Context: an optimization exercise on an open-source flow, tuned for small area, a short achievable clock period and few clock cycles per item. The choices shown serve that exercise and are no tape-out recipe.
No run shown here included a check of the RTL's function; only the layout flow was run.

## flow/design.v (module list and top-level ports; edited modules follow where they fit)
// module sb1: 192 lines
// module sb2: 184 lines
// module sb3: 186 lines
// module sb4: 186 lines
// module sb5: 216 lines
// module sb6: 202 lines
// module sb7: 192 lines
// module sb8: 208 lines
// module IOTDF: 145 lines
module IOTDF (input clk, input rst, input in_en, input [7:0] iot_in, input [2:0] fn_sel,
              output busy, output valid, output [127:0] iot_out);
  // ...
==> flow/flow/run.sh <==
#!/bin/bash
# Standard ORFS layout (the standard.sh, standard synthesis), with the
# port buffers made of sky130_fd_sc_hd__buf_1 instead of the resizer's default pick.
set -uo pipefail
export BUFFER_PORTS_ARGS="-buffer_cell sky130_fd_sc_hd__buf_1"
bash standard.sh > standard_flow.log 2>&1
==> flow/standard.sh <==
#!/bin/bash
# synth_recipe.tcl (not shown) runs the flow's synth.tcl, then flattens the netlist and writes it again
# the make line also repeats each setting of config.mk as NAME=value (left out here)
make -C /OpenROAD-flow-scripts/flow DESIGN_CONFIG=/design/flow/config.mk WORK_HOME=/design/flow/orfs CLKGATE_MAP_FILE= SYNTH_SCRIPT=/design/flow/synth_recipe.tcl "${@:-finish}"
==> flow/config.mk <==
export PLATFORM = sky130hd
export DESIGN_NAME = IOTDF
export DESIGN_NICKNAME = IOTDF
export VERILOG_FILES = /design/flow/design.v
export SDC_FILE = /design/flow/constraint.sdc
export NUM_CORES = 4
export LEC_CHECK = 0
export ABC_AREA = 1
export ABC_CLOCK_PERIOD_IN_PS = 2300
export CAP_MARGIN = 20
export CORE_MARGIN = 2
export CORE_UTILIZATION = 40
export CTS_BUF_LIST = sky130_fd_sc_hd__clkbuf_8
export CTS_CLUSTER_DIAMETER = 60
export CTS_CLUSTER_SIZE = 14
export SETUP_SLACK_MARGIN = 2.2
export SLEW_MARGIN = 20
==> flow/constraint.sdc <==
create_clock -name core_clock -period 4.5 [get_ports {clk}]
set_input_delay 0.9000 -clock core_clock [delete_from_list [all_inputs] [get_ports {clk}]]
set_output_delay 0.9000 -clock core_clock [all_outputs]
set_load 0.01 [all_outputs]
==> impl_metrics.env, run 1 <==
export IMPL_fin_crit_sh_pct=53.0
export IMPL_place_ws_ns=1.34
export IMPL_cts_tree="yes"
export IMPL_syn_area_mm2=0.0158
export IMPL_synth_most_common_cell="nand2_1"
export IMPL_wl_mm=57.2
export IMPL_netlist_area_leader_share_pct=32.2
export IMPL_synth_compound_area_share_pct=15.8
export IMPL_syn_to_final_growth_pct=24.1
export IMPL_gr_usage_met1_pct=38.0
export IMPL_clk_latency_ns=0.63
export IMPL_cts_setup_buffers=42
export IMPL_nNonClkBuffers=250
export IMPL_grt_pass1_wl_mm=85.1
export IMPL_grt_remaining_overflow=0
export IMPL_design_seq_count=270
export IMPL_top_layer="met4"
export IMPL_synth_main_ff_cell="dfxtp_1"
export IMPL_tap_cells=518
export IMPL_critPathMaxStageDelay_ns=0.38
export IMPL_synth_edf_count=8
export IMPL_wl_per_cell_um=18.3
export IMPL_reg2reg_from="Cr[7]$_DFF_P_"
export IMPL_ys_ff_latch=270
export IMPL_grt_pass1_vias=15300
export IMPL_grt_total_usage_pct=26.0
export IMPL_synth_top_area_cell="dfxtp_1"
export IMPL_regArea_mm2=0.00568
export IMPL_multi_input_cells=1797
export IMPL_cts_buffer_depth=3
export IMPL_route_met3_wl_mm=3.67
export IMPL_largest_class="multi-input gates"
export IMPL_finalSetupTns_ns=0
export IMPL_startpoint="Cr[7]$_DFF_P_"
export IMPL_status="timing/DRC/antenna clean"
export IMPL_worstSetupStartpointType="flop"
export IMPL_worstSetupPathType="flop to flop"
export IMPL_netlist_top_cells_count="nand2_1 (757), nand3_1 (313), dfxtp_1 (255)"
==> run 2, diff against run 1 <==
--- a/flow/config.mk
+++ b/flow/config.mk
@@ -10,5 +10,5 @@
 export CAP_MARGIN = 20
 export CORE_MARGIN = 2
-export CORE_UTILIZATION = 40
+export CORE_UTILIZATION = 30
 export CTS_BUF_LIST = sky130_fd_sc_hd__clkbuf_8
 export CTS_CLUSTER_DIAMETER = 60
==> impl_metrics.env, run 2 <==
export IMPL_die_area_mm2=0.0547
export IMPL_grt_total_usage_pct=19.5
export IMPL_clkTransAtPathRegs_ns=0.10
export IMPL_syn_inst=2416
export IMPL_ioPinCount=144
export IMPL_synth_area_top_cells="dfxtp_1 (32%), nand2_1 (18%), nand3_1 (9.9%)"
export IMPL_dpl_cell_area_mm2=0.0170
export IMPL_hp_class="input pin to async pin"
export IMPL_yosysSeqAreaShare_pct=34.8
export IMPL_slew_limit_headroom_pct=37.5
export IMPL_drt_first_pass_iters=6
export IMPL_cts_hold_buf=0
export IMPL_cts_buffers=28
export IMPL_synth_warnings=1
export IMPL_synth_edf_count=8
export IMPL_worstSetupPathType="flop to flop"
export IMPL_slew_violations=0
export IMPL_via_per_inst=5.10
export IMPL_final_common_cell="nand2_1"
export IMPL_finalCriticalPeriod_ns=2.37
export IMPL_utilization_pct=38.3
export IMPL_end_kind="flop"
export IMPL_final_area_mm2=0.0201
export IMPL_clkSinkCount=270
export IMPL_top_register="O"
export IMPL_antenna_found_initial=0
export IMPL_required_ns=5.01
export IMPL_cp_arrival_ns=2.88
export IMPL_rsz0062_at_grt="true"
export IMPL_vias=16800
export IMPL_reg2reg_to="O[24]$_DFF_P_"
export IMPL_maxCapViolCount=0
export IMPL_grt_pass1_vias=14800
export IMPL_numPortBuffers=143
export IMPL_reg2reg_depth=15
export IMPL_synth_async_reset_ratio_pct=2.59
export IMPL_reg_top3="O (128), Lr (32), Rr (32)"
export IMPL_setup_viol=0
export IMPL_layout_common_cells="nand2_1 (678), nand3_1 (281), o21ai_0 (205)"
export IMPL_start_util_pct=30.2
export IMPL_syn_to_final_growth_pct=26.6
export IMPL_synth_nets=2480
export IMPL_wl_mm=56.4
export IMPL_die_h_um=234
export IMPL_drt_initial_drc_count=1565
export IMPL_nets=2644
export IMPL_cts_buffer_depth=3
export IMPL_yosysUniqueCellTypes=52
export IMPL_fin_crit_sh_pct=52.6
export IMPL_clk_latency_ns=0.64
export IMPL_worstSetupStartpointType="flop"
export IMPL_cts_root_buf="clkbuf_8"
export IMPL_finalSetupTns_ns=0
export IMPL_netlist_area_leader_share_pct=32.2
export IMPL_wl_per_cell_um=17.1
export IMPL_cts_tree="yes"
export IMPL_synth_top_area_cell="dfxtp_1"
export IMPL_grt_pass1_wl_mm=84.0
export IMPL_hold_violations=0
export IMPL_fin_skew_ns=0.0391
export IMPL_dp_hpwl_mm=39.1
export IMPL_htree_levels=1
export IMPL_drive_above_1_share_pct=19.4
export IMPL_fmax_mhz=423
export IMPL_ys_ff_latch=270
export IMPL_crit_fanout=5
export IMPL_coreArea_mm2=0.0524
export IMPL_postRouteAntennaNets=0
export IMPL_synth_main_ff_cell="dfxtp_1"
export IMPL_syn_area_mm2=0.0158
export IMPL_grt_start_max_net_pins=204
export IMPL_drc=0
export IMPL_grt_remaining_overflow=0
export IMPL_reg2reg_from="Cr[7]$_DFF_P_"
export IMPL_netlist_top_cells_count="nand2_1 (757), nand3_1 (313), dfxtp_1 (255)"
export IMPL_rrSetupSlack_ns=2.13
export IMPL_avgSynthCellArea_um2=6.56
export IMPL_status="timing/DRC/antenna clean"
export IMPL_die_w_um=234
export IMPL_largest_reg_flops=128
export IMPL_rows=84
export IMPL_synth_most_common_cell="nand2_1"
export IMPL_tightestPinTransition_ns=0.937
export IMPL_gp_congestion=0.957
==> run 2: cell counts after synthesis <==
Identical to the previous run, type by type.
==> run 2: critical path, cell delays in order, from the launching register on <==
cell and delay (ns):
dfxtp_4 0.38, xnor2_4 0.16, buf_6 0.13, inv_4 0.07, ha_4 0.13, inv_2 0.04, ha_2 0.19, nor2_2 0.15
nand2_1 0.10, o31ai_2 0.09, nor3_1 0.09, a21oi_1 0.17, nand3_2 0.16, a21o_1 0.23, nand3_2 0.08, nand2_1 0.07
==> run 2: area by class of cell <==
cell class                      count  area (um2)
Clock inverter                     17         239
Inverter                          241         950
Multi-Input combinational cell   1795       10500
Clock buffer                       33         454
Sequential cell                   270        5690
Fill cell                        5415       32400
Antenna cell                        1        2.50
Tap cell                          688         861
Timing Repair Buffer              244        1390
==> run 2: logic make-up (layout without fill, tap and decap cells) <==
group	Yosys count	after routing	share of synthesized area, %
XOR/XNOR	67	67	4.13
adder cells (fa/ha/maj)	50	50	4.04
other	0	1	0
AO/OA/AOI/OAI	433	433	15.8
buffers and inverters	352	535	8.45
AND/OR/NAND/NOR	1244	1245	32.8
flip-flops	270	270	34.8
==> run 2: how the worst max path moves through the flow <==
stage,startpoint,to,slack (ns),cells past startpoint
2_1_floorplan,Rr[19]$_DFF_P_,Rr[2]$_DFF_P_,2.18,15
3_3_place_gp,in_en,P[7]$_DFFE_PP_,1.66,6
3_5_place_dp,in_en,P[7]$_DFFE_PP_,1.61,6
4_1_cts,Cr[20]$_DFF_P_,Rr[2]$_DFF_P_,2.14,15
5_1_grt,Cr[20]$_DFF_P_,Rr[16]$_DFF_P_,2.00,16
6_report,Cr[7]$_DFF_P_,O[24]$_DFF_P_,2.13,15
==> run 2: layer usage <==
layer / track usage, % / routed length [um] / up-vias
li1: - / - / 8286
met1: 28.5 / 26200 / 7770
met2: 29.0 / 24200 / 643
met3: 3.39 / 4180 / 77
met4: 5.95 / 1780 / 0
met5: 0 / 0 / -
==> run 2: through the flow <==
step | worst slack (ns) | std cells | hold WS (ns)
2_1_floorplan | 2.18 | 2416 | 0.413
3_3_place_gp | 1.66 | 3146 | 0.426
3_5_place_dp | 1.61 | 3146 | 0.427
4_1_cts | 2.14 | 3241 | 0.150
5_1_grt | 2.00 | 3288 | 0.180
6_report | 2.13 | 3289 | 0.161
==> run 2: timing repair <==
item | 4_1_cts | 5_1_grt
setup buffers | 44 | 47
resized for setup | 191 | 286
pin swaps | 52 | 110
endpoints found under the setup margin | 69 | 96
gates cloned | 1 | 0

## port drivers added, routing unchanged
How much do the figures lean on ideal ports? The routed layouts below were timed once more, with nothing changed but the port constraints.
Step 1 assumes that a clkbuf_16 drives the clock port and a buf_2 every other input.
Step 2 moves the port delays by t, midway between the first and last clock arrival at a register: inputs arrive t later, outputs are due t later. That takes back most of the time a late clock gives input paths.
Slacks: no drivers / after step 1 / after step 2; pairs: no drivers / after step 1.
| run | t, ns | setup slack, ns | worst setup path after step 2 | clock arrival spread, ns | worst data-port slew with drivers (ns) |
|---|---|---|---|---|---|
| run 1 | 0.671 | 2.116 / 2.116 / 1.768 | input to register | 0.031 / 0.031 | 0.03 |
| run 2 | 0.670 | 2.134 / 2.134 / 1.723 | input to register | 0.039 / 0.039 | 0.03 |
After both steps setup and hold are still met in every run listed. The setup slack of run 2, which loses most, moves by 0.000 ns with the drivers and by -0.411 ns with both steps.
